This is an optimization exercise on Yosys and OpenROAD, whose aim is small area, not a production implementation. At most, simulation tests tie the RTL to the original design; equivalence was not proved. Only the layout flow was run in run 7; the RTL was not checked for function there. Power and IR drop assume default switching activity.

===== design.v =====
module FIFO #(
    parameter DATA_WIDTH = 8,
    parameter FIFO_DEPTH = 16
)(
    input  wire CLK,
    input  wire RST_N,
    input  wire WR_EN,
    input  wire RD_EN,
    input  wire [DATA_WIDTH-1:0] DIN,
    output reg  [DATA_WIDTH-1:0] DOUT,
    output wire FULL,
    output wire EMPTY
);
    reg [DATA_WIDTH-1:0] mem [0:15];
    wire wr_ok, hold;
    wire [15:0] oh;
    FIFO_CTRL u_ctrl (
        .CLK(CLK), .RST_N(RST_N), .WR_EN(WR_EN), .RD_EN(RD_EN),
        .wr_ok(wr_ok), .oh(oh), .hold(hold), .FULL(FULL), .EMPTY(EMPTY)
    );
    integer k;
    always @(posedge CLK) begin
        if (wr_ok) begin
            mem[0] <= DIN;
            for (k = 1; k < 16; k = k + 1)
                mem[k] <= mem[k-1];
        end
    end
    genvar g;
    wire [DATA_WIDTH-1:0] dnext;
    generate
        for (g = 0; g < DATA_WIDTH; g = g + 1) begin : bit_
            wire [4:0] t;
            AO222 a0 (.a(mem[0][g]),  .sa(oh[0]),  .b(mem[1][g]),  .sb(oh[1]),  .c(mem[2][g]),  .sc(oh[2]),  .yn(t[0]));
            AO222 a1 (.a(mem[3][g]),  .sa(oh[3]),  .b(mem[4][g]),  .sb(oh[4]),  .c(mem[5][g]),  .sc(oh[5]),  .yn(t[1]));
            AO222 a2 (.a(mem[6][g]),  .sa(oh[6]),  .b(mem[7][g]),  .sb(oh[7]),  .c(mem[8][g]),  .sc(oh[8]),  .yn(t[2]));
            AO222 a3 (.a(mem[9][g]),  .sa(oh[9]),  .b(mem[10][g]), .sb(oh[10]), .c(mem[11][g]), .sc(oh[11]), .yn(t[3]));
            AO222 a4 (.a(mem[12][g]), .sa(oh[12]), .b(mem[13][g]), .sb(oh[13]), .c(mem[14][g]), .sc(oh[14]), .yn(t[4]));
            SELTAIL tl (.tn(t), .a(mem[15][g]), .sa(oh[15]), .b(DOUT[g]), .sb(hold), .y(dnext[g]));
        end
    endgenerate
    always @(posedge CLK or negedge RST_N) begin
        if (!RST_N)
            DOUT <= 0;
        else
            DOUT <= dnext;
    end
endmodule
module FIFO_CTRL (
    input  wire CLK,
    input  wire RST_N,
    input  wire WR_EN,
    input  wire RD_EN,
    output wire wr_ok,
    output wire [15:0] oh,
    output wire hold,
    output wire FULL,
    output wire EMPTY
);
    reg  [4:0] x;
    wire [4:0] x_nx;
    always @(posedge CLK or negedge RST_N) begin
        if (!RST_N)
            x <= 5'd0;
        else
            x <= x_nx;
    end
    FIFO_CTRL_COMB u_comb (
        .WR(WR_EN), .RD(RD_EN), .x(x), .wr_ok(wr_ok), .oh(oh), .hold(hold),
        .FULL(FULL), .EMPTY(EMPTY), .x_nx(x_nx)
    );
endmodule
module FIFO_CTRL_COMB(WR, RD, x, wr_ok, oh, hold, FULL, EMPTY, x_nx);
  input WR;
  input RD;
  input [4:0] x;
  output wr_ok;
  output [15:0] oh;
  output hold;
  output FULL;
  output EMPTY;
  output [4:0] x_nx;
  wire _00_;
  wire _01_;
  wire _02_;
  wire _03_;
  wire _04_;
  wire _05_;
  wire _06_;
  wire _07_;
  wire _08_;
  wire _09_;
  wire _10_;
  wire _11_;
  wire _12_;
  wire _13_;
  wire _14_;
  wire _15_;
  wire _16_;
  wire _17_;
  wire _18_;
  wire _19_;
  wire _20_;
  wire _21_;
  wire _22_;
  wire _23_;
  wire _24_;
  wire _25_;
  wire _26_;
  G_clkinv_1 u27 (.A(x[4]), .Y(EMPTY));
  G_nor2_1 u28 (.A(x[3]), .B(x[2]), .Y(_00_));
  G_clkinv_1 u29 (.A(_00_), .Y(_01_));
  G_nor4_1 u30 (.A(x[0]), .B(x[1]), .C(EMPTY), .D(_01_), .Y(FULL));
  G_clkinv_1 u31 (.A(x[1]), .Y(_02_));
  G_clkinv_1 u32 (.A(RD), .Y(_03_));
  G_nor2_1 u33 (.A(WR), .B(_03_), .Y(_04_));
  G_nand2_1 u34 (.A(_04_), .B(x[0]), .Y(_05_));
  G_clkinv_1 u35 (.A(_05_), .Y(_06_));
  G_nand3_1 u36 (.A(_06_), .B(_02_), .C(x[4]), .Y(_07_));
  G_nor2_1 u37 (.A(EMPTY), .B(_06_), .Y(_08_));
  G_nand2_1 u38 (.A(_08_), .B(x[1]), .Y(_09_));
  G_o21ai_0 u39 (.A1(x[0]), .A2(_04_), .B1(_08_), .Y(_10_));
  G_nand2_1 u40 (.A(_03_), .B(WR), .Y(_11_));
  G_nor2_1 u41 (.A(_11_), .B(FULL), .Y(wr_ok));
  G_nand4_1 u42 (.A(_10_), .B(_09_), .C(_07_), .D(wr_ok), .Y(_12_));
  G_nor3_1 u43 (.A(_02_), .B(EMPTY), .C(_05_), .Y(_13_));
  G_o22ai_1 u44 (.A1(x[3]), .A2(_13_), .B1(x[2]), .B2(_12_), .Y(_14_));
  G_clkinv_1 u45 (.A(_13_), .Y(_15_));
  G_nand2_1 u46 (.A(x[3]), .B(x[2]), .Y(_16_));
  G_nor2_1 u47 (.A(_16_), .B(_15_), .Y(oh[0]));
  G_o21ai_0 u48 (.A1(EMPTY), .A2(oh[0]), .B1(_12_), .Y(x_nx[4]));
  G_o21ai_0 u49 (.A1(_01_), .A2(_15_), .B1(x_nx[4]), .Y(_17_));
  G_a21oi_1 u50 (.A1(x[4]), .A2(_14_), .B1(_17_), .Y(x_nx[3]));
  G_a22o_2 u51 (.A1(_09_), .A2(_07_), .B1(_10_), .B2(wr_ok), .X(_18_));
  G_nand2_1 u52 (.A(_18_), .B(_12_), .Y(x_nx[1]));
  G_nand2_1 u53 (.A(_12_), .B(_15_), .Y(_19_));
  G_clkinv_1 u54 (.A(x[2]), .Y(_20_));
  G_nor2_1 u55 (.A(_20_), .B(EMPTY), .Y(_21_));
  G_xor2_1 u56 (.A(_21_), .B(_19_), .X(x_nx[2]));
  G_nor2_1 u57 (.A(_01_), .B(_07_), .Y(oh[14]));
  G_nand3_1 u58 (.A(_08_), .B(x[1]), .C(_04_), .Y(_22_));
  G_nor2_1 u59 (.A(_01_), .B(_22_), .Y(oh[13]));
  G_nor2_1 u60 (.A(_01_), .B(_15_), .Y(oh[12]));
  G_nor2_1 u61 (.A(x[0]), .B(x[1]), .Y(_23_));
  G_nand3_1 u62 (.A(_04_), .B(x[4]), .C(_23_), .Y(_24_));
  G_or2_2 u63 (.A(x[3]), .B(_20_), .X(_25_));
  G_nor2_1 u64 (.A(_25_), .B(_24_), .Y(oh[11]));
  G_nor2_1 u65 (.A(_25_), .B(_07_), .Y(oh[10]));
  G_nor2_1 u66 (.A(_25_), .B(_22_), .Y(oh[9]));
  G_nor2_1 u67 (.A(_25_), .B(_15_), .Y(oh[8]));
  G_nand2_1 u68 (.A(_20_), .B(x[3]), .Y(_26_));
  G_nor2_1 u69 (.A(_26_), .B(_24_), .Y(oh[7]));
  G_nor2_1 u70 (.A(_26_), .B(_07_), .Y(oh[6]));
  G_nor2_1 u71 (.A(_26_), .B(_22_), .Y(oh[5]));
  G_nor2_1 u72 (.A(_26_), .B(_15_), .Y(oh[4]));
  G_nor2_1 u73 (.A(_16_), .B(_24_), .Y(oh[3]));
  G_nor2_1 u74 (.A(_16_), .B(_07_), .Y(oh[2]));
  G_nor2_1 u75 (.A(_01_), .B(_24_), .Y(oh[15]));
  G_nor2_1 u76 (.A(_16_), .B(_22_), .Y(oh[1]));
  G_xnor2_1 u77 (.A(wr_ok), .B(_10_), .Y(x_nx[0]));
  G_nor2_1 u78 (.A(EMPTY), .B(_04_), .Y(hold));
endmodule
module G_a21oi_1 (input wire A1, input wire A2, input wire B1, output wire Y); assign Y = (~A1&~B1) | (~A2&~B1); endmodule
module G_a22o_2 (input wire A1, input wire A2, input wire B1, input wire B2, output wire X); assign X = (B1&B2) | (A1&A2); endmodule
module G_clkinv_1 (input wire A, output wire Y); assign Y = (~A); endmodule
module G_nand2_1 (input wire A, input wire B, output wire Y); assign Y = (~A) | (~B); endmodule
module G_nand3_1 (input wire A, input wire B, input wire C, output wire Y); assign Y = (~A) | (~B) | (~C); endmodule
module G_nand4_1 (input wire A, input wire B, input wire C, input wire D, output wire Y); assign Y = (~A) | (~B) | (~C) | (~D); endmodule
module G_nor2_1 (input wire A, input wire B, output wire Y); assign Y = (~A&~B); endmodule
module G_nor3_1 (input wire A, input wire B, input wire C, output wire Y); assign Y = (~A&~B&~C); endmodule
module G_nor4_1 (input wire A, input wire B, input wire C, input wire D, output wire Y); assign Y = (~A&~B&~C&~D); endmodule
module G_o21ai_0 (input wire A1, input wire A2, input wire B1, output wire Y); assign Y = (~A1&~A2) | (~B1); endmodule
module G_o22ai_1 (input wire A1, input wire A2, input wire B1, input wire B2, output wire Y); assign Y = (~B1&~B2) | (~A1&~A2); endmodule
module G_or2_2 (input wire A, input wire B, output wire X); assign X = (A) | (B); endmodule
module G_xnor2_1 (input wire A, input wire B, output wire Y); assign Y = (~A&~B) | (A&B); endmodule
module G_xor2_1 (input wire A, input wire B, output wire X); assign X = (A&~B) | (~A&B); endmodule
module AO222 (
    input  wire a, sa, b, sb, c, sc,
    output wire yn
);
    assign yn = ~((a & sa) | (b & sb) | (c & sc));
endmodule
module SELTAIL (
    input  wire [4:0] tn,
    input  wire a, sa, b, sb,
    output wire y
);
    wire q;
    NAND3 u_q (.a(tn[0]), .b(tn[1]), .c(tn[2]), .y(q));
    TAIL2 u_y (.q(q), .t3(tn[3]), .t4(tn[4]), .a(a), .sa(sa), .b(b), .sb(sb), .y(y));
endmodule
module NAND3 (input wire a, b, c, output wire y);
    assign y = ~(a & b & c);
endmodule
module TAIL2 (input wire q, t3, t4, a, sa, b, sb, output wire y);
    assign y = q | ~t3 | ~t4 | (a & sa) | (b & sb);
endmodule
module MULTI_FIFOS #(
    parameter DATA_WIDTH = 8,                        
    parameter FIFO_DEPTH = 16,                       
    parameter NUM_FIFOS = 4                          
)(
    input  wire CLK,
    input  wire RST_N,
    input  wire [NUM_FIFOS-1:0] WR_EN,                
    input  wire [NUM_FIFOS-1:0] RD_EN,                
    input  wire [NUM_FIFOS*DATA_WIDTH-1:0] DIN,       
    output wire [NUM_FIFOS*DATA_WIDTH-1:0] DOUT,     
    output wire [NUM_FIFOS-1:0] FULL,                
    output wire [NUM_FIFOS-1:0] EMPTY                
);
    genvar i;
    generate
        for (i=0; i<NUM_FIFOS; i=i+1) begin : fifo_instances
            FIFO #(
                .DATA_WIDTH(DATA_WIDTH),
                .FIFO_DEPTH(FIFO_DEPTH)
            ) fifo_inst (
                .CLK(CLK),
                .RST_N(RST_N),
                .WR_EN(WR_EN[i]),
                .RD_EN(RD_EN[i]),
                .DIN(DIN[(i + 1) * DATA_WIDTH - 1:i * DATA_WIDTH]),
                .DOUT(DOUT[(i + 1) * DATA_WIDTH - 1:i * DATA_WIDTH]),
                .FULL(FULL[i]),
                .EMPTY(EMPTY[i])
            );
        end
    endgenerate
endmodule

===== flow/run.sh =====
#!/bin/bash
# Standard ORFS layout (standard.sh, unchanged synthesis) with three changes,
# all set in settings.sh: port buffers use the smallest buffer cell, clock
# tree synthesis uses small clock buffers without dummy loads, and after the
# placement repair, cells off the critical paths are sized down
# (recover.tcl). ORFS writes each step's log under orfs/logs; make's own
# output goes to flow_make.log.
set -euo pipefail
cd "$(dirname "$0")/.."
source flow/settings.sh
bash standard.sh > flow_make.log 2>&1

===== flow/recover.tcl =====
# Downsize cells off the critical paths (area/power recovery) before detailed placement.
log_cmd repair_timing -recover_power 100

===== flow/settings.sh =====
export BUFFER_PORTS_ARGS="-buffer_cell sky130_fd_sc_hd__buf_1"
export CTS_ARGS="-sink_clustering_enable -repair_clock_nets -dont_use_dummy_load -sink_clustering_size 9 -sink_clustering_max_diameter 35 -buf_list sky130_fd_sc_hd__clkbuf_4"
export POST_RESIZE_TCL="$PWD/flow/recover.tcl"

===== standard.sh =====
#!/bin/bash
# synth_recipe.tcl (not shown) runs the flow's synth.tcl, then flattens the netlist and writes it again
# the make line also repeats each setting of config.mk as NAME=value (left out here)
make -C /OpenROAD-flow-scripts/flow DESIGN_CONFIG=/design/flow/config.mk WORK_HOME=/design/flow/orfs CLKGATE_MAP_FILE= SYNTH_SCRIPT=/design/flow/synth_recipe.tcl "${@:-finish}"

===== config.mk =====
export PLATFORM = sky130hd
export DESIGN_NAME = MULTI_FIFOS
export DESIGN_NICKNAME = MULTI_FIFOS
export VERILOG_FILES = /design/flow/design.v
export SDC_FILE = /design/flow/constraint.sdc
export NUM_CORES = 4
export LEC_CHECK = 0
export CAP_MARGIN = 0
export CORE_MARGIN = 2
export CORE_UTILIZATION = 80
export SLEW_MARGIN = 0
export SYNTH_HIERARCHICAL = 1
export SYNTH_MINIMUM_KEEP_SIZE = 0

===== constraint.sdc =====
create_clock -name core_clock -period 5.0 [get_ports {CLK}]
set_input_delay 1.0000 -clock core_clock [delete_from_list [all_inputs] [get_ports {CLK}]]
set_output_delay 1.0000 -clock core_clock [all_outputs]
set_load 0.01 [all_outputs]

==> reports/metrics.cfg, run 1 <==
[outcome]
outcome = complete, no violations

[sta]
hold_viol_final = 0
worst_pin_slew_ps = 1047
rsz0062_at_grt = false
period_minus_slack_ps = 3443
slew_viol_final = 0
fin_ws_ps = 1557
tns_ps = 0
finalCritPeriodShare_pct = 68.86
setup_violations = 0
maxSlewHeadroom_pct = 30.04
fmax_mhz = 290.5
finClkSkew_ps = 60.32

[place]
dpl_cell_area_um2 = 20710
dp_slack_ps = 1141
gp_congestion = 0.8550
portBuffers = 81
dp_hpwl_um = 24840

[global_routing]
grt_overflow = 0
first_global_vias = 10940
grtUsageTotal_pct = 28.88
grt_pass1_wl_um = 58160
grt_max_degree = 113
antenna_found_initial = 1

[critical_path]
start_kind = flop
end_kind = output pin
crit_required_ps = 4000
arrival_ps = 2440
crit_slowest_cell = nor4_1
slowest_delay_ps = 830
crit_fanout = 6
path_cells = nor2_1, inv_1, nor4_1, buf_1
critical_path_class = flop to output pin
rr_worst_depth = 8

[synth]
yosysWarnings = 10
syn-num-nets = 1070
synth_area_um2 = 19940
synthMuxAreaShare_pct = 0
syn_avg_cell_area_um2 = 19.40
synth_top_family_by_area = compound AO/OA/AOI/OAI gates
synth_compound_area_share_pct = 10.02
synth-simple-area-share_pct = 5.472
synth-seq-cells = 564
synth_top_area_cell = edfxtp_1
synth_cell_types = 19
synth_fa_ha_area_share_pct = 0
synth_top_area_share_pct = 77.11
synthCells = 1028
ys_seq_area_share_pct = 83.63
synthXorXnorAreaFrac_pct = 0.3514
ys_top_cells_by_area = edfxtp_1 77%, a222oi_1 8.0%, dfrtp_1 6.5%

[die]
rows = 57
start_util_pct = 81.75
dieArea_um2 = 26200
num_io_pins = 82
die_h_um = 161.9
core-area_um2 = 24390
die_w_um = 161.9

[drt]
dr.pass1.iters = 11
drcViolationCount = 0
drt_iter0_markers = 2471
ant_nets = 0
wirelength_um = 38040
vias_per_cell = 7.457
vias = 11310
wl_per_cell_um = 25.09

[layout]
finalNetCount = 1235
num-fill-cells = 1001
seq_area_um2 = 16680
synthToLayoutAreaGrowth_pct = 6.852
multi_input_area_um2 = 3143
postLayoutCellArea_um2 = 21310
drive_above_1_share_pct = 7.809

[clocking]
clk_pin_slew_worst_paths_ps = 100
cts_tree = built
cts_resized = 0
clk_latency_ps = 700
cts.sinks = 564
ctsHtreeMaxLevel = 3
clockRootBuffer = clkbuf_4
ctsHoldBuffers = 0
clk_path_buf_depth = 3
cts_made_buffers = 74
post-cts-setup-buffer-count = 0

[min_path]
min_delay_path_depth = 0
hp-class = flop to flop

[pwr]
ir_worst_vdd_v = 0.0003818
p_per_area_nw_per_um2 = 457.7
cellLeakagePower_nw = 7.026

[job]
drv_cap = 0

-- flip-flops by register name (all words and copies together) (netlist names) --
register	cells
fifo_instances.fifo_inst.DOUT	32
fifo_instances.fifo_inst.mem	512
fifo_instances.fifo_inst.u_ctrl.x	20
-- stage by stage --
stage               instances  hold WS [ps]  power [mW]  util [%]
detailed placement       1439         433.5       7.778     84.92
global route             1516         406.1       10.13     87.35
CTS                      1513         390.2       9.743     87.20
floorplan                1028         426.0       7.214         -
finish                   1516         401.2       9.752     87.35
global placement         1439         426.6       7.637     85.12
-- where the power goes --
group	internal, mW	switching (mW)	leakage [nW]
sequential	5.88	0.392	5.42
clock	0.684	1.33	0.340
combinational	0.461	1.00	1.26
-- per-module statistics from Yosys (local to each module, per instance), a selection --
module,flops+latches,copies in the design,cells
AO222,0,160,1
FIFO_CTRL,5,4,5
G_a22o_2,0,4,1
G_clkinv_1,0,28,1
G_nor4_1,0,4,1
G_o21ai_0,0,12,1
G_or2_2,0,4,1
G_xor2_1,0,4,1
NAND3,0,32,1
TAIL2,0,32,2
-- routing by layer --
layer  track usage, %  up-vias  share of wire, %
li1                 -     4833                 -
met1            41.67     5497                38
met5                0        -                 0
met2            46.09      880                49
met4            10.02        0               2.6
met3            5.592       95                11
-- placed cells by master (no fill, tap or decap), types with 8 or more instances in the layout --
master	count
o21ai_0	8
a22oi_1	32
nand4b_1	32
nor2_1	88
nand2_1	28
dfrtp_1	52
a222oi_1	160
buf_1	80
inv_1	28
nand3_1	44
edfxtp_1	512
clkbuf_4	74
-- layout make-up --
cell class                      instances  share of cell area, %
Sequential cell                       564                  78.27
Timing Repair Buffer                   89                  1.961
Antenna cell                            1                0.01175
Inverter                               28                 0.4933
Clock buffer                           74                  2.607
Tap cell                              324                  1.903
Multi-Input combinational cell        436                  14.75
-- worst paths after layout --
kind                                                          from                                       to  slack, ps
hold reg to reg              fifo_instances[1].fifo_inst.mem[5][6]    fifo_instances[1].fifo_inst.mem[6][6]        400
hold / removal               fifo_instances[1].fifo_inst.mem[5][6]    fifo_instances[1].fifo_inst.mem[6][6]        400
setup / recovery           fifo_instances[1].fifo_inst.u_ctrl.x[2]                                  FULL[1]       1560
min in group asynchronous                                    RST_N      fifo_instances[0].fifo_inst.DOUT[2]        430
setup reg to reg           fifo_instances[1].fifo_inst.u_ctrl.x[2]  fifo_instances[1].fifo_inst.u_ctrl.x[1]       2160
max in group asynchronous                                    RST_N      fifo_instances[1].fifo_inst.DOUT[2]       3990
-- cell families (layout without fill, tap and decap cells) --
logic type      after synthesis  after routing
flops                       564            564
compound gates              216            216
simple gates                212            212
xor+xnor                      8              8
buf+inv                      28            191
other cells                   0              1
-- worst max-delay path: cells and delay by family (launching register included) --
family,cells,cell delay [ps]
flops,1,430
buf+inv,2,350
simple gates,2,980
-- synthesized netlist by cell type, drive strengths merged --
master and instances:
nor3 4, inv 28, nand3 44, or2 4, a22o 4, a22oi 32, nand4 4, a222oi 160
o21ai 12, a21oi 4, nand2 28, o22ai 4, dfrtp 52, xnor2 4, xor2 4, nor2 92
edfxtp 512, nor4 4, nand4b 32
==> run 2: changes to the inputs <==
==> flow/settings.sh (replaced) <==
export BUFFER_PORTS_ARGS="-buffer_cell sky130_fd_sc_hd__buf_1"
export CTS_ARGS="-sink_clustering_enable -repair_clock_nets -dont_use_dummy_load -sink_clustering_size 12 -sink_clustering_max_diameter 30 -buf_list sky130_fd_sc_hd__clkbuf_4"
export POST_RESIZE_TCL="$PWD/flow/recover.tcl"
--- a/config.mk
+++ b/config.mk
@@ -7,7 +7,7 @@
 export LEC_CHECK = 0
 export CAP_MARGIN = 0
 export CORE_MARGIN = 2
-export CORE_UTILIZATION = 80
+export CORE_UTILIZATION = 70
 export SLEW_MARGIN = 0
 export SYNTH_HIERARCHICAL = 1
 export SYNTH_MINIMUM_KEEP_SIZE = 0
==> run 2 against run 1 <==
Net effect:
- cell count is 4.4% higher
- hold slack worse by 7.6 ps
- register-to-register slack worse by 130 ps
- sequential share of layout area is 0.63 points lower
- wire length is 6.7% lower
- synthesized cell count stayed put
- maximum frequency is 4.9% higher
- critical path type unchanged
- critical endpoint unchanged
- largest power group unchanged
- highest routed layer unchanged
==> reports/metrics.cfg, run 2 <==
[layout]
largest-register = fifo_instances.fifo_inst.mem
layout_commonest_cell = edfxtp_1
postLayoutCellArea_um2 = 21480
synthToLayoutAreaGrowth_pct = 7.718
layout.cells.non_filler = 1583
multi_input_area_um2 = 3138
largest_reg_flops = 512
num-fill-cells = 1623
seq_area_um2 = 16680
final_util_pct = 76.89
drive_above_1_share_pct = 8.555
final_cell_mix = 512 x edfxtp_1, 160 x a222oi_1, 88 x nor2_1, 86 x clkbuf_4, 80 x buf_1
largestRegisters = fifo_instances.fifo_inst.mem: 512 flops, fifo_instances.fifo_inst.DOUT: 32 flops, fifo_instances.fifo_inst.u_ctrl.x: 20 flops
finalNetCount = 1248

[pwr]
p_per_area_nw_per_um2 = 455.5
power.share.clock_pct = 21.8
power_mw = 9.783
swShare_pct = 27.08
p_int_mw = 7.134
power_frac_seq_pct = 63.8
switchingPower_mw = 2.649
ir_worst_vdd_v = 0.0003198
cellLeakagePower_nw = 7.086
combPwrFrac_pct = 14.4

[job]
drv_cap = 0

[die]
rows = 61
num_io_pins = 82
die_w_um = 172.8
die_h_um = 172.8
start_util_pct = 71.38
core-area_um2 = 27930
dieArea_um2 = 29850

[global_routing]
grtUsageTotal_pct = 23.65
grt_pass1_wl_um = 56170
grt_max_degree = 129
first_global_vias = 10490
grt_overflow = 0
antenna_found_initial = 1

[sta]
slew_viol_final = 0
fmax_mhz = 304.7
tns_ps = 0
hold_viol_final = 0
worst_pin_slew_ps = 1038
fin_ws_ps = 1718
period_minus_slack_ps = 3282
setup_violations = 0
hold_ws_ps = 393.6
finClkSkew_ps = 89.49
rsz0062_at_grt = false
finalCritPeriodShare_pct = 65.63
maxSlewHeadroom_pct = 30.67

[critical_path]
crit_slowest_cell = nor4_1
arrival_ps = 2280
cp.buffers_inverters = 2
end_kind = output pin
startpoint = fifo_instances[1].fifo_inst.u_ctrl.x[2]
slowest_delay_ps = 710
crit_required_ps = 4000
start_kind = flop
critical_path.top_delay_family = simple AND/OR/NAND/NOR gates
rrSetupSlack_ps = 2030
crit_fanout = 6
r2r_start = fifo_instances[3].fifo_inst.u_ctrl.x[2]
r2r_end = fifo_instances[3].fifo_inst.mem[15][0]
rr_worst_depth = 5
critical_path_class = flop to output pin
path_cells = nor2_1, inv_1, nor4_1, buf_1

[clocking]
clockRootBuffer = clkbuf_4
ctsHoldBuffers = 0
cts_made_buffers = 86
post-cts-setup-buffer-count = 0
cts_resized = 0
clk_pin_slew_worst_paths_ps = 120
clk_path_buf_depth = 3
clk_latency_ps = 710
cts_tree = built
cts.sinks = 564
ctsHtreeMaxLevel = 3

[drt]
vias = 10980
wl_per_cell_um = 22.42
ant_nets = 0
vias_per_cell = 6.934
wirelength_um = 35490
drt_iter0_markers = 2024
dr.pass1.iters = 13
drcViolationCount = 0

[synth]
syn-num-nets = 1070
synth_top_area_cell = edfxtp_1
synth_area_um2 = 19940
synth_commonest_cells = 512 x edfxtp_1, 160 x a222oi_1, 92 x nor2_1
synth_compound_area_share_pct = 10.02
synthXorXnorAreaFrac_pct = 0.3514
yosysMostFrequentCell = edfxtp_1
synth_fa_ha_area_share_pct = 0
synth_top_family_by_area = compound AO/OA/AOI/OAI gates
synth-seq-cells = 564
yosysWarnings = 10
synth_edf_count = 512
ys_seq_area_share_pct = 83.63
synth-simple-area-share_pct = 5.472
synth_top_area_share_pct = 77.11
syn_avg_cell_area_um2 = 19.40
ys_top_cells_by_area = edfxtp_1 77%, a222oi_1 8.0%, dfrtp_1 6.5%
synthCells = 1028
synth_cell_types = 19
async_flop_share_pct = 9.220
synthMuxAreaShare_pct = 0
synth-main-ff-cell = edfxtp_1

[min_path]
min_from = fifo_instances[3].fifo_inst.mem[5][0]
min_to = fifo_instances[3].fifo_inst.mem[6][0]
min_delay_path_depth = 0
hp-class = flop to flop

[place]
dpl_cell_area_um2 = 20780
dp_hpwl_um = 22990
dp_slack_ps = 912.4
gp_congestion = 0.8441
portBuffers = 81
dp.cells = 1494

[outcome]
outcome = complete, no violations

[run 2: power groups by stage]
stage / combinational, mW / clock (mW) / sequential (mW)
5_1_grt: 1.55 / 2.39 / 6.31
3_3_place_gp: 1.36 / 0 / 6.31
4_1_cts: 1.38 / 2.21 / 6.26
2_1_floorplan: 0.923 / 0 / 6.29
3_5_place_dp: 1.38 / 0 / 6.36
6_report: 1.41 / 2.13 / 6.25
[run 2: worst max-delay path by stage]
| stage | endpoint | slack (ps) | cells past startpoint |
|---|---|---|---|
| 3_3_place_gp | fifo_instances[2].fifo_inst.DOUT[5] | 2010 | 10 |
| 6_report | FULL[1] | 1720 | 4 |
| 4_1_cts | fifo_instances[2].fifo_inst.mem[1][3] | 1100 | 5 |
| 3_5_place_dp | fifo_instances[2].fifo_inst.mem[0][5] | 910 | 5 |
| 2_1_floorplan | fifo_instances[0].fifo_inst.u_ctrl.x[3] | 1080 | 6 |
| 5_1_grt | FULL[1] | 1640 | 4 |
[run 2: Yosys stat by module, one instance, submodules excluded, excerpt]
module / copies in the design / cells inside / area (µm²) / flip-flops and latches
G_xor2_1: 4 / 1 / 8.758 / 0
G_nor4_1: 4 / 1 / 12.51 / 0
G_nand3_1: 12 / 1 / 5.005 / 0
G_clkinv_1: 28 / 1 / 3.754 / 0
G_a22o_2: 4 / 1 / 8.758 / 0
G_a21oi_1: 4 / 1 / 8.758 / 0
FIFO_CTRL: 4 / 5 / 125.1 / 5
G_o22ai_1: 4 / 1 / 6.256 / 0
G_or2_2: 4 / 1 / 6.256 / 0
G_nor2_1: 92 / 1 / 3.754 / 0
G_nand4_1: 4 / 1 / 6.256 / 0
TAIL2: 32 / 2 / 16.27 / 0
NAND3: 32 / 1 / 5.005 / 0
[run 2: worst register-to-register path, stage by stage, from the launching register on]
cell and delay, ps:
dfrtp_1 410, nor2_1 60, inv_1 180, nor4_1 130, nor2_4 820, buf_4 890
[run 2: cell families after synthesis]
| family | after synthesis |
|---|---|
| simple gates | 212 |
| xor+xnor | 8 |
| compound gates | 216 |
| flops | 564 |
| buf+inv | 28 |
[run 2: layout make-up]
cell class | instances | area share, %
inverter | 28 | 0.4893
antenna | 1 | 0.01165
timing repair buffer | 90 | 2.039
clock buffer | 86 | 3.006
multi-input combinational | 436 | 14.61
sequential | 564 | 77.64
tap | 378 | 2.202
[run 2: routing by layer]
layer / share of wire [%] / wire length [µm] / global-route usage [%] / vias to the layer above
met5: 0 / 0 / 0 / -
met4: 2.1 / 729 / 7.698 / 0
met3: 7.6 / 2701 / 3.628 / 67
met2: 47 / 16670 / 36.09 / 552
met1: 43 / 15390 / 36.32 / 5495
li1: - / - / - / 4862
==> run 3: changes to the inputs <==
==> flow/settings.sh (replaced) <==
export BUFFER_PORTS_ARGS="-buffer_cell sky130_fd_sc_hd__buf_1"
export CTS_ARGS="-sink_clustering_enable -repair_clock_nets -dont_use_dummy_load -sink_clustering_size 10 -sink_clustering_max_diameter 100 -buf_list sky130_fd_sc_hd__clkbuf_4"
export POST_RESIZE_TCL="$PWD/flow/recover.tcl"
==> run 3 against run 2 <==
Net effect:
- still clean on timing, DRC and antenna
- critical path type unchanged
- maximum frequency grew 1.0%
- count of clock-buffer cells in the layout shrank 20
- synthesized cell count is the same
- critical endpoint unchanged
- sequential cell count is the same
- cell count shrank 1.2%
==> reports/metrics.cfg, run 3 <==
[critical_path]
end_kind = output pin
critical_path_class = flop to output pin
start_kind = flop
crit_fanout = 6
crit_slowest_cell = nor4_1
slowest_delay_ps = 690
arrival_ps = 2250
crit_required_ps = 4000
critical_path.top_delay_family = simple AND/OR/NAND/NOR gates
path_cells = nor2_1, inv_1, nor4_1, buf_1
cp.buffers_inverters = 2

[clocking]
clk_path_buf_depth = 3
cts.sinks = 564
cts_tree = built
ctsHtreeMaxLevel = 3
clk_latency_ps = 720
post-cts-setup-buffer-count = 0
clk_pin_slew_worst_paths_ps = 100
clockRootBuffer = clkbuf_4
ctsHoldBuffers = 0
cts_made_buffers = 66
cts_resized = 0

[synth]
synth_area_um2 = 19940
synth-simple-area-share_pct = 5.472
synth_fa_ha_area_share_pct = 0
ys_top_cells_by_area = edfxtp_1 77%, a222oi_1 8.0%, dfrtp_1 6.5%
yosysWarnings = 10
synth_cell_types = 19
syn_avg_cell_area_um2 = 19.40
synth-main-ff-cell = edfxtp_1
async_flop_share_pct = 9.220
yosysMostFrequentCell = edfxtp_1
synth_top_family_by_area = compound AO/OA/AOI/OAI gates
syn-num-nets = 1070
ys_seq_area_share_pct = 83.63
synth_edf_count = 512
synthMuxAreaShare_pct = 0
synth_commonest_cells = 512 x edfxtp_1, 160 x a222oi_1, 92 x nor2_1
synthXorXnorAreaFrac_pct = 0.3514
synth_top_area_cell = edfxtp_1
synthCells = 1028
synth-seq-cells = 564
synth_top_area_share_pct = 77.11
synth_compound_area_share_pct = 10.02

[drt]
ant_nets = 0
drt_iter0_markers = 2034
top_layer_used = met4
wl_met2_um = 16740
wl_met1_um = 15060
dr_wl_met3_um = 3147
vias = 10890
vias_per_cell = 6.960
wl_per_cell_um = 22.74
wirelength_um = 35570
drcViolationCount = 0
dr.pass1.iters = 12

[sta]
maxSlewHeadroom_pct = 30.14
finalCritPeriodShare_pct = 64.95
fin_ws_ps = 1752
worst_pin_slew_ps = 1045
finClkSkew_ps = 71.85
hold_viol_final = 0
setup_violations = 0
fmax_mhz = 307.9
rsz0062_at_grt = false
slew_viol_final = 0
tns_ps = 0
period_minus_slack_ps = 3248

[pwr]
power.share.clock_pct = 20.2
combPwrFrac_pct = 14.7
p_int_mw = 6.953
swShare_pct = 27.40
power_mw = 9.578
p_per_area_nw_per_um2 = 449.0
power_frac_seq_pct = 65.2
switchingPower_mw = 2.625
cellLeakagePower_nw = 6.994
ir_worst_vdd_v = 0.0003099

[place]
dp.cells = 1494
portBuffers = 81
dp_slack_ps = 912.4
gp_congestion = 0.8441
dp_hpwl_um = 22990
dpl_cell_area_um2 = 20780

[die]
start_util_pct = 71.38
num_io_pins = 82
die_w_um = 172.8
die_h_um = 172.8
dieArea_um2 = 29850
rows = 61
core-area_um2 = 27930

[layout]
num-fill-cells = 1641
largest-register = fifo_instances.fifo_inst.mem
postLayoutCellArea_um2 = 21330
layout.cells.non_filler = 1564
layout_commonest_cell = edfxtp_1
largestRegisters = fifo_instances.fifo_inst.mem: 512 flops, fifo_instances.fifo_inst.DOUT: 32 flops, fifo_instances.fifo_inst.u_ctrl.x: 20 flops
drive_above_1_share_pct = 7.010
largest_reg_flops = 512
finalNetCount = 1228
synthToLayoutAreaGrowth_pct = 6.978
final_cell_mix = 512 x edfxtp_1, 160 x a222oi_1, 88 x nor2_1, 80 x buf_1, 66 x clkbuf_4

[job]
drv_cap = 0

[global_routing]
antenna_found_initial = 1
grt_overflow = 0
grt_pass1_wl_um = 56100
grt_max_degree = 129
first_global_vias = 10290
grtUsageTotal_pct = 23.74

[min_path]
hp-class = flop to flop

[outcome]
outcome = complete, no violations

run 3: cell counts after synthesis:
No cell type changed its count.
run 3: cell type report:
| class | count | area (µm²) | share of cell area (%) |
|---|---|---|---|
| Sequential cell | 564 | 16680 | 78.18 |
| Multi-Input combinational cell | 436 | 3138 | 14.71 |
| Clock buffer | 66 | 495.5 | 2.323 |
| Tap cell | 378 | 473.0 | 2.217 |
| Timing Repair Buffer | 90 | 437.9 | 2.053 |
| Inverter | 28 | 105.1 | 0.4927 |
| Antenna cell | 2 | 5.005 | 0.02346 |
run 3: cell families after synthesis:
kind of cell              count (synthesis)
DFF                                     564
AOI/OAI and AO/OA                       216
and+or+nand+nor                         212
buffers and inverters                    28
xor gates and xnor gates                  8
run 3: Yosys stat by module, one instance, submodules excluded, excerpt:
module / flip-flops and latches / times used / cells / area, µm²
G_a21oi_1: 0 / 4 / 1 / 8.758
G_xor2_1: 0 / 4 / 1 / 8.758
G_nor3_1: 0 / 4 / 1 / 10.01
G_nor2_1: 0 / 92 / 1 / 3.754
G_or2_2: 0 / 4 / 1 / 6.256
NAND3: 0 / 32 / 1 / 5.005
G_xnor2_1: 0 / 4 / 1 / 8.758
TAIL2: 0 / 32 / 2 / 16.27
G_a22o_2: 0 / 4 / 1 / 8.758
run 3: worst reg2reg max path, delay by kind of cell (launching register included):
family	cells	cell delay (ps)
and+or+nand+nor	3	1010
DFF	1	430
buffers and inverters	2	1080
run 3: through the flow:
step	utilization (%)	hold slack, ps
floorplan	-	426.0
global route	76.36	393.2
finish	76.36	413.2
detailed placement	74.38	433.6
global placement	74.68	427.3
CTS	76.15	395.7
run 3: final timing paths:
check                                                          end  cells past startpoint  slack, ps                                    start
setup / recovery                                           FULL[1]                      4       1750  fifo_instances[1].fifo_inst.u_ctrl.x[2]
hold / removal               fifo_instances[3].fifo_inst.mem[6][3]                      0        410    fifo_instances[3].fifo_inst.mem[5][3]
setup reg to reg             fifo_instances[3].fifo_inst.mem[3][4]                      5       2090  fifo_instances[3].fifo_inst.u_ctrl.x[3]
hold reg to reg              fifo_instances[3].fifo_inst.mem[6][3]                      0        410    fifo_instances[3].fifo_inst.mem[5][3]
max in group asynchronous  fifo_instances[3].fifo_inst.u_ctrl.x[2]                      2       4000                                    RST_N
min in group asynchronous      fifo_instances[0].fifo_inst.DOUT[7]                      2        450                                    RST_N
run 3: routing by layer:
layer | vias up | track usage [%]
met5 | - | 0
met4 | 0 | 7.062
met3 | 53 | 3.826
met2 | 596 | 36.01
met1 | 5428 | 36.86
li1 | 4809 | -
run 3: power groups by stage:
stage               Clock (mW)  Combinational, mW  Sequential [mW]
floorplan                    0              0.923             6.29
global placement             0               1.36             6.31
detailed placement           0               1.38             6.36
CTS                       2.01               1.38             6.25
global route              2.18               1.55             6.31
finish                    1.93               1.40             6.24
==> run 4: changes to the inputs <==
==> flow/settings.sh (replaced) <==
export BUFFER_PORTS_ARGS="-buffer_cell sky130_fd_sc_hd__buf_1"
export CTS_ARGS="-sink_clustering_enable -repair_clock_nets -dont_use_dummy_load -sink_clustering_size 10 -sink_clustering_max_diameter 40 -buf_list sky130_fd_sc_hd__clkbuf_4"
export POST_RESIZE_TCL="$PWD/flow/recover.tcl"
==> run 4 against run 3 <==
Net effect:
- cell count up 0.13%
- still clean
- sequential share of layout area decreased by 0.073 points
- critical path type unchanged
- sequential power about the same
- synthesized cell count unchanged
- clock skew down 2.9 ps
- largest power group unchanged
- design area about the same
- sequential cell count unchanged
- maximum frequency is 0.43% higher
==> reports/metrics.cfg, run 4 <==
[outcome]
outcome = complete, no violations

[clocking]
cts_tree = built
ctsHtreeMaxLevel = 3
ctsHoldBuffers = 0
clk_latency_ps = 720
cts.sinks = 564
cts_made_buffers = 69
clk_pin_slew_worst_paths_ps = 100
clockRootBuffer = clkbuf_4
clk_path_buf_depth = 3
post-cts-setup-buffer-count = 0
cts_resized = 0

[sta]
period_minus_slack_ps = 3234
fin_ws_ps = 1766
fmax_mhz = 309.2
rsz0062_at_grt = false
setup_violations = 0
finalCritPeriodShare_pct = 64.67
maxSlewHeadroom_pct = 30.43
hold_ws_ps = 407.5
slew_viol_final = 0
worst_pin_slew_ps = 1041
tns_ps = 0
hold_viol_final = 0
finClkSkew_ps = 68.92

[place]
gp_congestion = 0.8441
portBuffers = 81
dpl_cell_area_um2 = 20780
dp_hpwl_um = 22990
dp_slack_ps = 912.4

[job]
drv_cap = 0

[synth]
syn-num-nets = 1070
synth_edf_count = 512
syn_avg_cell_area_um2 = 19.40
ys_top_cells_by_area = edfxtp_1 77%, a222oi_1 8.0%, dfrtp_1 6.5%
synth_cell_types = 19
synth-seq-cells = 564
async_flop_share_pct = 9.220
yosysMostFrequentCell = edfxtp_1
synth_commonest_cells = 512 x edfxtp_1, 160 x a222oi_1, 92 x nor2_1
synth_top_area_cell = edfxtp_1
yosysWarnings = 10
ys_seq_area_share_pct = 83.63
synth_top_area_share_pct = 77.11
synth_area_um2 = 19940
synth-main-ff-cell = edfxtp_1
synthCells = 1028

[pwr]
power.share.clock_pct = 20.4
p_per_area_nw_per_um2 = 450.2
cellLeakagePower_nw = 7.008
swShare_pct = 27.37
switchingPower_mw = 2.631
p_int_mw = 6.981
combPwrFrac_pct = 14.6
power_frac_seq_pct = 65.0
ir_worst_vdd_v = 0.0003455

[layout]
largestRegisters = fifo_instances.fifo_inst.mem: 512 flops, fifo_instances.fifo_inst.DOUT: 32 flops, fifo_instances.fifo_inst.u_ctrl.x: 20 flops
largest_reg_flops = 512
layout_commonest_cell = edfxtp_1
finalNetCount = 1231
postLayoutCellArea_um2 = 21350
multi_input_area_um2 = 3138
seq_area_um2 = 16680
num-fill-cells = 1635
drive_above_1_share_pct = 7.245
largest-register = fifo_instances.fifo_inst.mem
synthToLayoutAreaGrowth_pct = 7.078
final_cell_mix = 512 x edfxtp_1, 160 x a222oi_1, 88 x nor2_1, 80 x buf_1, 69 x clkbuf_4

[drt]
ant_nets = 0
drcViolationCount = 0
wirelength_um = 35630
drt_iter0_markers = 1816
wl_per_cell_um = 22.75
vias_per_cell = 6.980
vias = 10930
dr.pass1.iters = 12

[global_routing]
grtUsageTotal_pct = 23.58
antenna_found_initial = 1
grt_pass1_wl_um = 55890
grt_max_degree = 129
grt_overflow = 0
first_global_vias = 10320

[die]
die_w_um = 172.8
die_h_um = 172.8
start_util_pct = 71.38
num_io_pins = 82
dieArea_um2 = 29850
rows = 61
core-area_um2 = 27930

[critical_path]
slowest_delay_ps = 700
crit_fanout = 6
critical_path_class = flop to output pin
cp.buffers_inverters = 2
rrSetupSlack_ps = 2020
start_kind = flop
rr_worst_depth = 5
crit_required_ps = 4000
crit_slowest_cell = nor4_1
worstSetupPathDepth = 4
critical_path.top_delay_family = simple AND/OR/NAND/NOR gates
end_kind = output pin
path_cells = nor2_1, inv_1, nor4_1, buf_1
arrival_ps = 2230

[min_path]
hp-class = flop to flop
min_delay_path_depth = 0

[run 4: worst paths after layout]
path | start | endpoint
hold / removal | fifo_instances[0].fifo_inst.mem[8][1] | fifo_instances[0].fifo_inst.mem[9][1]
max in group asynchronous | RST_N | fifo_instances[1].fifo_inst.DOUT[7]
min in group asynchronous | RST_N | fifo_instances[0].fifo_inst.DOUT[5]
hold reg to reg | fifo_instances[0].fifo_inst.mem[8][1] | fifo_instances[0].fifo_inst.mem[9][1]
setup / recovery | fifo_instances[1].fifo_inst.u_ctrl.x[2] | FULL[1]
setup reg to reg | fifo_instances[3].fifo_inst.u_ctrl.x[3] | fifo_instances[3].fifo_inst.mem[13][4]
[run 4: power by group through the flow]
stage	Sequential (mW)	Clock (mW)	Combinational, mW
floorplan	6.29	0	0.923
global placement	6.31	0	1.36
detailed placement	6.36	0	1.38
CTS	6.25	2.03	1.38
global route	6.31	2.19	1.55
finish	6.24	1.97	1.40
[run 4: per-module statistics from Yosys, one instance, submodules excluded, excerpt]
module	cell area, µm²	cells inside	copies in the design	flops+latches
G_nand2_1	3.754	1	28	0
G_or2_2	6.256	1	4	0
G_xnor2_1	8.758	1	4	0
G_nand3_1	5.005	1	12	0
FIFO_CTRL	125.1	5	4	5
G_nand4_1	6.256	1	4	0
G_nor2_1	3.754	1	92	0
G_a22o_2	8.758	1	4	0
G_clkinv_1	3.754	1	28	0
G_xor2_1	8.758	1	4	0
NAND3	5.005	1	32	0
G_a21oi_1	8.758	1	4	0
AO222	10.01	1	160	0
G_o22ai_1	6.256	1	4	0
[run 4: per-layer routing]
metal	track usage [%]	vias to the layer above	share of wire, %
met1	36.32	5440	43
met4	7.451	0	2.7
met3	4.024	80	7.8
met5	0	-	0
li1	-	4814	-
met2	35.68	597	46
[run 4: cells by family (layout without fill, tap and decap cells)]
logic type,after synthesis,after routing,share of synthesized area [%]
xor gates and xnor gates,8,8,0.3514
and+or+nand+nor,212,212,5.472
other,0,1,0
DFF,564,564,83.63
AOI/OAI and AO/OA,216,216,10.02
buffers and inverters,28,187,0.5271
[run 4: layout make-up]
cell class                      instances  area share [%]
Sequential cell                       564           78.11
Timing Repair Buffer                   90           2.051
Tap cell                              378           2.215
Inverter                               28          0.4923
Antenna cell                            1         0.01172
Clock buffer                           69           2.426
Multi-Input combinational cell        436           14.70
[run 4: stage by stage]
stage	util (%)	cells	total power [mW]
after floorplan	-	1028	7.214
after global placement	74.68	1494	7.667
after detailed placement	74.38	1494	7.738
after CTS	76.23	1563	9.672
after global routing	76.43	1566	10.05
final	76.43	1566	9.612
[run 4: worst reg2reg max path, stage by stage (launching register included)]
cell and delay, ps:
dfrtp_1 430, nor2_1 60, inv_1 180, nor4_1 130
nor2_4 820, buf_4 900
==> run 5: changes to the inputs <==
==> flow/settings.sh (replaced) <==
export BUFFER_PORTS_ARGS="-buffer_cell sky130_fd_sc_hd__buf_1"
export CTS_ARGS="-sink_clustering_enable -repair_clock_nets -dont_use_dummy_load -sink_clustering_size 10 -sink_clustering_max_diameter 60 -buf_list sky130_fd_sc_hd__clkbuf_4"
export POST_RESIZE_TCL="$PWD/flow/recover.tcl"
--- a/config.mk
+++ b/config.mk
@@ -7,7 +7,7 @@
 export LEC_CHECK = 0
 export CAP_MARGIN = 0
 export CORE_MARGIN = 2
-export CORE_UTILIZATION = 70
+export CORE_UTILIZATION = 75
 export SLEW_MARGIN = 0
 export SYNTH_HIERARCHICAL = 1
 export SYNTH_MINIMUM_KEEP_SIZE = 0
==> run 5 against run 4 <==
Net effect:
- synthesized cell count stayed put
- non-clock buffer count stayed put
- critical endpoint unchanged
- combinational power hardly changed
- maximum frequency is 3.7% higher
- global-route usage is 2.3 points higher
==> reports/metrics.cfg, run 5 <==
[synth]
synth_commonest_cells = 512 x edfxtp_1, 160 x a222oi_1, 92 x nor2_1
synth_top_area_cell = edfxtp_1
ys_top_cells_by_area = edfxtp_1 77%, a222oi_1 8.0%, dfrtp_1 6.5%
synth_cell_types = 19
synth_edf_count = 512
synth-seq-cells = 564
synth_compound_area_share_pct = 10.02
syn_avg_cell_area_um2 = 19.40
synth_top_area_share_pct = 77.11
yosysMostFrequentCell = edfxtp_1
yosysWarnings = 10
synth-main-ff-cell = edfxtp_1
synthXorXnorAreaFrac_pct = 0.3514
async_flop_share_pct = 9.220
syn-num-nets = 1070
synth_top_family_by_area = compound AO/OA/AOI/OAI gates
synth_area_um2 = 19940
synth_fa_ha_area_share_pct = 0
synthCells = 1028
synthMuxAreaShare_pct = 0
synth-simple-area-share_pct = 5.472
ys_seq_area_share_pct = 83.63

[layout]
num-fill-cells = 1310
drive_above_1_share_pct = 7.179
final_util_pct = 81.60
largest-register = fifo_instances.fifo_inst.mem
largest_reg_flops = 512
synthToLayoutAreaGrowth_pct = 6.639
layout_commonest_cell = edfxtp_1
final_cell_mix = 512 x edfxtp_1, 160 x a222oi_1, 88 x nor2_1, 80 x buf_1, 66 x clkbuf_4
finalNetCount = 1228
largestRegisters = fifo_instances.fifo_inst.mem: 512 flops, fifo_instances.fifo_inst.DOUT: 32 flops, fifo_instances.fifo_inst.u_ctrl.x: 20 flops

[critical_path]
arrival_ps = 2120
critical_path.top_delay_family = simple AND/OR/NAND/NOR gates
crit_required_ps = 4000
crit_slowest_cell = nor4_1
r2r_start = fifo_instances[1].fifo_inst.u_ctrl.x[4]
end_kind = output pin
slowest_delay_ps = 530
rr_worst_depth = 9
path_cells = nor2_1, inv_1, nor4_1, buf_1
cp.buffers_inverters = 2
rrSetupSlack_ps = 2090
critical_path_class = flop to output pin
r2r_end = fifo_instances[1].fifo_inst.u_ctrl.x[3]
start_kind = flop
crit_fanout = 6

[min_path]
min_from = fifo_instances[0].fifo_inst.mem[5][3]
min_to = fifo_instances[0].fifo_inst.mem[6][3]
hp-class = flop to flop
min_delay_path_depth = 0

[drt]
wirelength_um = 36470
ant_nets = 0
wl_met1_um = 14920
vias_per_cell = 7.279
drt_iter0_markers = 2293
drcViolationCount = 0
vias = 11060
dr_wl_met3_um = 3345
wl_met2_um = 17540
top_layer_used = met4
dr.pass1.iters = 14
wl_per_cell_um = 23.99

[sta]
rsz0062_at_grt = false
finalCritPeriodShare_pct = 62.38
setup_violations = 0
slew_viol_final = 0
fmax_mhz = 320.6
maxSlewHeadroom_pct = 40.57
finClkSkew_ps = 56.32
period_minus_slack_ps = 3119
tns_ps = 0
hold_viol_final = 0
worst_pin_slew_ps = 891.4
fin_ws_ps = 1881

[die]
die_w_um = 167.1
rows = 59
die_h_um = 167.1
dieArea_um2 = 27910
core-area_um2 = 26060
num_io_pins = 82
start_util_pct = 76.52

[global_routing]
grtUsageTotal_pct = 25.89
grt_max_degree = 106
antenna_found_initial = 1
grt_pass1_wl_um = 56700
first_global_vias = 10530
grt_overflow = 0

[pwr]
cellLeakagePower_nw = 6.991
ir_worst_vdd_v = 0.0003269
power_mw = 9.604
p_per_area_nw_per_um2 = 451.7

[clocking]
clockRootBuffer = clkbuf_4
ctsHoldBuffers = 0
clk_path_buf_depth = 3
clk_pin_slew_worst_paths_ps = 110
clk_latency_ps = 700
cts.sinks = 564
post-cts-setup-buffer-count = 0
cts_resized = 0
cts_made_buffers = 66
cts_tree = built
ctsHtreeMaxLevel = 3

[place]
portBuffers = 81
dp_hpwl_um = 23550
dp_slack_ps = 776.0
gp_congestion = 0.8860

[job]
drv_cap = 0

[outcome]
outcome = complete, no violations

[run 5: cell type report]
type	instances	area (µm²)	share of cell area [%]
repair buffers	90	421.7	1.983
well taps	335	419.2	1.971
clock buffers	66	495.5	2.330
inverters	28	105.1	0.4943
diodes	1	2.502	0.01177
flip-flops and latches	564	16680	78.43
multi-input cells	436	3143	14.78
[run 5: worst max path at each step]
| stage | start | end | cells past startpoint |
|---|---|---|---|
| finish | fifo_instances[1].fifo_inst.u_ctrl.x[2] | FULL[1] | 4 |
| global route | fifo_instances[3].fifo_inst.u_ctrl.x[2] | FULL[3] | 4 |
| CTS | fifo_instances[1].fifo_inst.u_ctrl.x[4] | fifo_instances[1].fifo_inst.mem[5][3] | 5 |
| detailed placement | RD_EN[1] | fifo_instances[1].fifo_inst.u_ctrl.x[1] | 8 |
| global placement | RD_EN[0] | fifo_instances[0].fifo_inst.DOUT[0] | 10 |
| floorplan | RD_EN[0] | fifo_instances[0].fifo_inst.u_ctrl.x[3] | 6 |
[run 5: kinds of logic after synthesis]
family                 Yosys count
AND/OR/NAND/NOR                212
AO/OA/AOI/OAI                  216
buffers and inverters           28
XOR/XNOR                         8
flip-flops                     564
[run 5: modules after synthesis (local to each module, per instance), a selection]
module / cells / flip-flops and latches / area (µm²)
AO222: 1 / 0 / 10.01
FIFO_CTRL: 5 / 5 / 125.1
G_a21oi_1: 1 / 0 / 8.758
G_a22o_2: 1 / 0 / 8.758
G_clkinv_1: 1 / 0 / 3.754
G_nand2_1: 1 / 0 / 3.754
G_nand3_1: 1 / 0 / 5.005
G_nand4_1: 1 / 0 / 6.256
G_nor2_1: 1 / 0 / 3.754
G_nor3_1: 1 / 0 / 10.01
G_o21ai_0: 1 / 0 / 5.005
G_o22ai_1: 1 / 0 / 6.256
G_or2_2: 1 / 0 / 6.256
G_xor2_1: 1 / 0 / 8.758
NAND3: 1 / 0 / 5.005
TAIL2: 2 / 0 / 16.27
[run 5: through the flow]
step | area, µm² | hold slack, ps | std cells
global route | 21260 | 408.7 | 1520
floorplan | 19970 | 426.0 | 1028
detailed placement | 20710 | 431.9 | 1451
finish | 21260 | 429.2 | 1520
CTS | 21210 | 408.0 | 1517
global placement | 20780 | 427.3 | 1451
[run 5: worst reg2reg max path, stage by stage (launching register included)]
cell	delay (ps)
dfrtp_1	450
inv_1	240
nor4_1	140
nor2_2	200
buf_8	220
clkbuf_1	700
nand4_1	360
o21ai_0	210
o21ai_0	160
a21oi_2	140
[run 5: power breakdown]
part	total (mW)	switching (mW)	internal [mW]
registers	6.25	0.374	5.88
logic	1.42	0.962	0.461
clock network	1.93	1.32	0.613
[run 5: per-layer routing]
layer,up-vias,GRT usage (%)
met3,52,4.990
met1,5498,39.22
li1,4799,-
met4,0,8.583
met2,715,39.38
met5,-,0
==> run 6: changes to the inputs <==
--- a/config.mk
+++ b/config.mk
@@ -7,7 +7,7 @@
 export LEC_CHECK = 0
 export CAP_MARGIN = 0
 export CORE_MARGIN = 2
-export CORE_UTILIZATION = 75
+export CORE_UTILIZATION = 70
 export SLEW_MARGIN = 0
 export SYNTH_HIERARCHICAL = 1
 export SYNTH_MINIMUM_KEEP_SIZE = 0
==> run 6 against run 5 <==
Net effect:
- non-clock buffer count unchanged
- hold slack worse by 16 ps
- global-route usage down 2.2 points
- count of clock-buffer cells in the layout unchanged
- sequential share of layout area down 0.25 points
- clock power about the same
- still clean on timing, DRC and antenna
- clock skew up 16 ps
- critical path depth unchanged
- design area up 0.32%
- cell count up 2.9%
- total power down 0.27%
==> reports/metrics.cfg, run 6 <==
[outcome]
outcome = complete, no violations

[synth]
async_flop_share_pct = 9.220
synth_top_area_share_pct = 77.11
ys_top_cells_by_area = edfxtp_1 77%, a222oi_1 8.0%, dfrtp_1 6.5%
synth_top_area_cell = edfxtp_1
synth-main-ff-cell = edfxtp_1
syn_avg_cell_area_um2 = 19.40
synthCells = 1028
synth_edf_count = 512
synth_cell_types = 19
yosysMostFrequentCell = edfxtp_1
ys_seq_area_share_pct = 83.63
synth-seq-cells = 564
synth_commonest_cells = 512 x edfxtp_1, 160 x a222oi_1, 92 x nor2_1
yosysWarnings = 10
syn-num-nets = 1070
synth_area_um2 = 19940

[clocking]
clk_latency_ps = 720
clk_pin_slew_worst_paths_ps = 100
post-cts-setup-buffer-count = 0
clockRootBuffer = clkbuf_4
ctsHoldBuffers = 0
clk_path_buf_depth = 3
cts_resized = 0
cts_tree = built
cts_made_buffers = 66
cts.sinks = 564
ctsHtreeMaxLevel = 3

[layout]
num-fill-cells = 1641
layout.cells.non_filler = 1564
layout_commonest_cell = edfxtp_1
drive_above_1_share_pct = 7.010
largest-register = fifo_instances.fifo_inst.mem
synthToLayoutAreaGrowth_pct = 6.978
seq_area_um2 = 16680
final_cell_mix = 512 x edfxtp_1, 160 x a222oi_1, 88 x nor2_1, 80 x buf_1, 66 x clkbuf_4
largestRegisters = fifo_instances.fifo_inst.mem: 512 flops, fifo_instances.fifo_inst.DOUT: 32 flops, fifo_instances.fifo_inst.u_ctrl.x: 20 flops
largest_reg_flops = 512
final_util_pct = 76.36
postLayoutCellArea_um2 = 21330
multi_input_area_um2 = 3138
finalNetCount = 1228

[critical_path]
rrSetupSlack_ps = 2090
crit_fanout = 6
arrival_ps = 2250
start_kind = flop
crit_required_ps = 4000
critical_path_class = flop to output pin
end_kind = output pin

[sta]
hold_viol_final = 0
period_minus_slack_ps = 3248
worst_pin_slew_ps = 1045
maxSlewHeadroom_pct = 30.14
slew_viol_final = 0
hold_ws_ps = 413.2
finClkSkew_ps = 71.85
fmax_mhz = 307.9
finalCritPeriodShare_pct = 64.95
setup_violations = 0
tns_ps = 0
rsz0062_at_grt = false
fin_ws_ps = 1752

[place]
dpl_cell_area_um2 = 20780
portBuffers = 81
dp.cells = 1494
dp_hpwl_um = 22990
dp_slack_ps = 912.4
gp_congestion = 0.8441

[die]
dieArea_um2 = 29850
die_w_um = 172.8
start_util_pct = 71.38
rows = 61
num_io_pins = 82
die_h_um = 172.8
core-area_um2 = 27930

[global_routing]
grtUsageTotal_pct = 23.74
grt_pass1_wl_um = 56100
grt_max_degree = 129
first_global_vias = 10290
grt_overflow = 0
antenna_found_initial = 1

[pwr]
p_per_area_nw_per_um2 = 449.0
ir_worst_vdd_v = 0.0003099
cellLeakagePower_nw = 6.994
power_mw = 9.578

[drt]
vias = 10890
dr.pass1.iters = 12
vias_per_cell = 6.960
ant_nets = 0
wirelength_um = 35570
drcViolationCount = 0
wl_per_cell_um = 22.74
drt_iter0_markers = 2034

[job]
drv_cap = 0

[min_path]
hp-class = flop to flop

==> run 6: cell counts after synthesis <==
No cell type changed its count.
==> run 6: final timing paths <==
kind                                                          from                                 endpoint  cells past startpoint
max                        fifo_instances[1].fifo_inst.u_ctrl.x[2]                                  FULL[1]                      4
min                          fifo_instances[3].fifo_inst.mem[5][3]    fifo_instances[3].fifo_inst.mem[6][3]                      0
max reg2reg                fifo_instances[3].fifo_inst.u_ctrl.x[3]    fifo_instances[3].fifo_inst.mem[3][4]                      5
min reg2reg                  fifo_instances[3].fifo_inst.mem[5][3]    fifo_instances[3].fifo_inst.mem[6][3]                      0
max in group asynchronous                                    RST_N  fifo_instances[3].fifo_inst.u_ctrl.x[2]                      2
min in group asynchronous                                    RST_N      fifo_instances[0].fifo_inst.DOUT[7]                      2
==> run 6: worst max-delay path, stage by stage (launching register included) <==
cell and delay [ps]:
dfrtp_1 420, nor2_1 110, inv_1 100, nor4_1 690
buf_1 220
==> run 6: layer usage <==
layer	track usage, %	vias to the layer above	wire length, µm
met1	36.86	5428	15060
met4	7.062	0	617
met2	36.01	596	16740
li1	-	4809	-
met5	0	-	0
met3	3.826	53	3147
==> run 6: cell type report <==
class | count | share of cell area [%]
timing repair buffer | 90 | 2.053
sequential | 564 | 78.18
clock buffer | 66 | 2.323
inverter | 28 | 0.4927
multi-input combinational | 436 | 14.71
antenna | 2 | 0.02346
tap | 378 | 2.217
==> run 6: power by group <==
group / internal (mW) / leakage, nW / total, mW / switching (mW)
Sequential: 5.88 / 5.42 / 6.24 / 0.364
Clock: 0.612 / 0.304 / 1.93 / 1.32
Combinational: 0.464 / 1.27 / 1.40 / 0.939
Total: 6.95 / 6.99 / 9.58 / 2.62
==> run 6: cell families (layout without fill, tap and decap cells) <==
kind of cell / after synthesis / in the layout / synth area share (%)
flip-flops: 564 / 564 / 83.63
AO/OA/AOI/OAI: 216 / 216 / 10.02
AND/OR/NAND/NOR: 212 / 212 / 5.472
buffers and inverters: 28 / 184 / 0.5271
XOR/XNOR: 8 / 8 / 0.3514
other: 0 / 2 / 0
==> run 6: Yosys stat by module (local to each module, per instance), excerpt <==
| module | cells inside | times used | flip-flops and latches |
|---|---|---|---|
| G_nand3_1 | 1 | 12 | 0 |
| AO222 | 1 | 160 | 0 |
| FIFO_CTRL | 5 | 4 | 5 |
| NAND3 | 1 | 32 | 0 |
| G_a22o_2 | 1 | 4 | 0 |
| G_a21oi_1 | 1 | 4 | 0 |
| G_xnor2_1 | 1 | 4 | 0 |
| G_xor2_1 | 1 | 4 | 0 |
==> run 7: changes to the inputs <==
--- a/design.v
+++ b/design.v
@@ -13,18 +13,22 @@
 );
     reg [DATA_WIDTH-1:0] mem [0:15];
     wire wr_ok, hold;
+    wire [3:1] wr_okq;
     wire [15:0] oh;
     FIFO_CTRL u_ctrl (
         .CLK(CLK), .RST_N(RST_N), .WR_EN(WR_EN), .RD_EN(RD_EN),
-        .wr_ok(wr_ok), .oh(oh), .hold(hold), .FULL(FULL), .EMPTY(EMPTY)
+        .wr_ok(wr_ok), .wr_okq(wr_okq), .oh(oh), .hold(hold), .FULL(FULL), .EMPTY(EMPTY)
     );
     integer k;
     always @(posedge CLK) begin
         if (wr_ok) begin
             mem[0] <= DIN;
-            for (k = 1; k < 16; k = k + 1)
+            for (k = 1; k < 4; k = k + 1)
                 mem[k] <= mem[k-1];
         end
+        for (k = 4; k < 16; k = k + 1)
+            if (wr_okq[k/4])
+                mem[k] <= mem[k-1];
     end
     genvar g;
     wire [DATA_WIDTH-1:0] dnext;
@@ -52,6 +56,7 @@
     input  wire WR_EN,
     input  wire RD_EN,
     output wire wr_ok,
+    output wire [3:1] wr_okq,
     output wire [15:0] oh,
     output wire hold,
     output wire FULL,
@@ -66,15 +71,16 @@
             x <= x_nx;
     end
     FIFO_CTRL_COMB u_comb (
-        .WR(WR_EN), .RD(RD_EN), .x(x), .wr_ok(wr_ok), .oh(oh), .hold(hold),
+        .WR(WR_EN), .RD(RD_EN), .x(x), .wr_ok(wr_ok), .wr_okq(wr_okq), .oh(oh), .hold(hold),
         .FULL(FULL), .EMPTY(EMPTY), .x_nx(x_nx)
     );
 endmodule
-module FIFO_CTRL_COMB(WR, RD, x, wr_ok, oh, hold, FULL, EMPTY, x_nx);
+module FIFO_CTRL_COMB(WR, RD, x, wr_ok, wr_okq, oh, hold, FULL, EMPTY, x_nx);
   input WR;
   input RD;
   input [4:0] x;
   output wr_ok;
+  output [3:1] wr_okq;
   output [15:0] oh;
   output hold;
   output FULL;
@@ -122,6 +128,9 @@
   G_o21ai_0 u39 (.A1(x[0]), .A2(_04_), .B1(_08_), .Y(_10_));
   G_nand2_1 u40 (.A(_03_), .B(WR), .Y(_11_));
   G_nor2_1 u41 (.A(_11_), .B(FULL), .Y(wr_ok));
+  G_nor2_1 u41b (.A(_11_), .B(FULL), .Y(wr_okq[1]));
+  G_nor2_1 u41c (.A(_11_), .B(FULL), .Y(wr_okq[2]));
+  G_nor2_1 u41d (.A(_11_), .B(FULL), .Y(wr_okq[3]));
   G_nand4_1 u42 (.A(_10_), .B(_09_), .C(_07_), .D(wr_ok), .Y(_12_));
   G_nor3_1 u43 (.A(_02_), .B(EMPTY), .C(_05_), .Y(_13_));
   G_o22ai_1 u44 (.A1(x[3]), .A2(_13_), .B1(x[2]), .B2(_12_), .Y(_14_));
==> run 7 against run 6 <==
Net effect:
- sequential power hardly changed
- first-iteration DRC count decreased by 15%
- critical path depth unchanged
- hold slack worse by 150 ps
- design area grew 0.20%
- sequential cell count did not move
==> reports/metrics.cfg, run 7 <==
[drt]
drt_iter0_markers = 1730
vias = 10870
ant_nets = 0
vias_per_cell = 6.875
wirelength_um = 35820
drcViolationCount = 0
wl_per_cell_um = 22.66
dr.pass1.iters = 10

[clocking]
post-cts-setup-buffer-count = 0
ctsHoldBuffers = 0
cts.sinks = 564
clockRootBuffer = clkbuf_4
ctsHtreeMaxLevel = 3
cts_made_buffers = 66
clk_path_buf_depth = 3
clk_pin_slew_worst_paths_ps = 110
clk_latency_ps = 750
cts_tree = built
cts_resized = 0

[pwr]
power_mw = 9.604
cellLeakagePower_nw = 7.042
ir_worst_vdd_v = 0.0003144
p_per_area_nw_per_um2 = 449.3

[global_routing]
grt_pass1_wl_um = 56190
grt_max_degree = 36
first_global_vias = 10470
grt_overflow = 0
grtUsageTotal_pct = 23.68
antenna_found_initial = 1

[synth]
async_flop_share_pct = 9.220
ys_seq_area_share_pct = 83.45
synth_commonest_cells = 512 x edfxtp_1, 160 x a222oi_1, 104 x nor2_1
synth-main-ff-cell = edfxtp_1
ys_top_cells_by_area = edfxtp_1 77%, a222oi_1 8.0%, dfrtp_1 6.5%
yosysMostFrequentCell = edfxtp_1
synth_top_area_cell = edfxtp_1
syn-num-nets = 1082
synth_cell_types = 19
yosysWarnings = 10
syn_avg_cell_area_um2 = 19.22
synth_top_area_share_pct = 76.93
synth-seq-cells = 564
synth_edf_count = 512
synth_area_um2 = 19980
synthCells = 1040

[critical_path]
crit_required_ps = 4000
end_kind = output pin
start_kind = flop
critical_path_class = flop to output pin
arrival_ps = 2600
crit_fanout = 6

[layout]
largest-register = fifo_instances.fifo_inst.mem
postLayoutCellArea_um2 = 21370
final_util_pct = 76.51
layout.cells.non_filler = 1581
synthToLayoutAreaGrowth_pct = 6.950
final_cell_mix = 512 x edfxtp_1, 160 x a222oi_1, 89 x nor2_1, 80 x buf_1, 66 x clkbuf_4
largestRegisters = fifo_instances.fifo_inst.mem: 512 flops, fifo_instances.fifo_inst.DOUT: 32 flops, fifo_instances.fifo_inst.u_ctrl.x: 20 flops
drive_above_1_share_pct = 8.569
finalNetCount = 1246
largest_reg_flops = 512
layout_commonest_cell = edfxtp_1

[place]
dpl_cell_area_um2 = 20830
gp_congestion = 0.8440
dp_hpwl_um = 23820
dp.cells = 1512
dp_slack_ps = 1025
portBuffers = 81

[die]
num_io_pins = 82
die_h_um = 173.0
core-area_um2 = 27930
die_w_um = 173.0
rows = 61
dieArea_um2 = 29920
start_util_pct = 71.54

[sta]
finClkSkew_ps = 70.88
rsz0062_at_grt = false
finalCritPeriodShare_pct = 72.07
hold_ws_ps = 265.5
slew_viol_final = 0
tns_ps = 0
maxSlewHeadroom_pct = 14.61
fmax_mhz = 277.5
hold_viol_final = 0
worst_pin_slew_ps = 1269
period_minus_slack_ps = 3604
setup_violations = 0
fin_ws_ps = 1396

[outcome]
outcome = complete, no violations

[min_path]
hp-class = primary input to async pin

[job]
drv_cap = 0

==> run 7: changes by cell type in the layout (fill, tap and decap cells not counted), sizes merged <==
cell,previous run,this run
clkbuf,68,81
diode,2,1
nor2,92,104
buf,88,81
==> run 7: critical path: stages (launching register included) <==
cell and delay (ps):
dfrtp_1 420, nor2_1 120, inv_1 110, nor4_1 1030
buf_1 220
==> run 7: area by class of cell <==
class	count	area, µm²
Sequential cell	564	16680
Fill cell	1604	6561
Multi-Input combinational cell	448	3226
Clock buffer	66	495.5
Tap cell	378	473.0
Timing Repair Buffer	96	395.4
Inverter	28	105.1
Antenna cell	1	2.502
==> run 7: power breakdown <==
group	internal (mW)	switching (mW)	total, mW	leakage (nW)
logic	0.459	0.960	1.42	1.32
registers	5.88	0.367	6.25	5.42
clock network	0.612	1.32	1.94	0.304
==> run 7: per-module statistics from Yosys, one instance, submodules excluded, excerpt <==
| module | flops+latches | area (µm²) |
|---|---|---|
| AO222 | 0 | 10.01 |
| FIFO_CTRL | 5 | 125.1 |
| G_a21oi_1 | 0 | 8.758 |
| G_nand2_1 | 0 | 3.754 |
| G_nand3_1 | 0 | 5.005 |
| G_nand4_1 | 0 | 6.256 |
| G_nor2_1 | 0 | 3.754 |
| G_nor3_1 | 0 | 10.01 |
| G_nor4_1 | 0 | 12.51 |
| G_o21ai_0 | 0 | 5.005 |
| G_xnor2_1 | 0 | 8.758 |
| G_xor2_1 | 0 | 8.758 |
| NAND3 | 0 | 5.005 |
| TAIL2 | 0 | 16.27 |
==> run 7: kinds of logic (layout without fill, tap and decap cells) <==
logic type / Yosys count / after routing / synth area share [%]
xor gates and xnor gates: 8 / 8 / 0.3506
other: 0 / 1 / 0
DFF: 564 / 564 / 83.45
buffers and inverters: 28 / 190 / 0.5259
AOI/OAI and AO/OA: 216 / 216 / 9.992
and+or+nand+nor: 224 / 224 / 5.685
==> run 7: final timing paths <==
path,start,endpoint,slack (ps),cells past startpoint
setup / recovery,fifo_instances[0].fifo_inst.u_ctrl.x[2],FULL[0],1400,4
hold / removal,RST_N,fifo_instances[2].fifo_inst.DOUT[6],270,1
hold reg to reg,fifo_instances[1].fifo_inst.mem[1][1],fifo_instances[1].fifo_inst.mem[2][1],400,0
setup reg to reg,fifo_instances[0].fifo_inst.u_ctrl.x[2],fifo_instances[0].fifo_inst.u_ctrl.x[3],2080,8
max in group asynchronous,RST_N,fifo_instances[3].fifo_inst.DOUT[6],3940,3
min in group core_clock,fifo_instances[1].fifo_inst.mem[1][1],fifo_instances[1].fifo_inst.mem[2][1],400,0
==> run 7: layer usage <==
metal	wire, µm	GRT usage (%)	vias up
met3	2986	4.595	70
met2	16690	35.90	608
met1	15320	35.55	5351
li1	-	-	4841
met5	0	0	-
met4	823	8.157	0

Setup slack of run 7, layout unchanged: 1.396 ns with ideal ports, 1.353 ns with driving cells assumed (clock clkbuf_16, inputs buf_2), 1.739 ns with port delays also shifted by the 0.746 ns mid clock arrival.
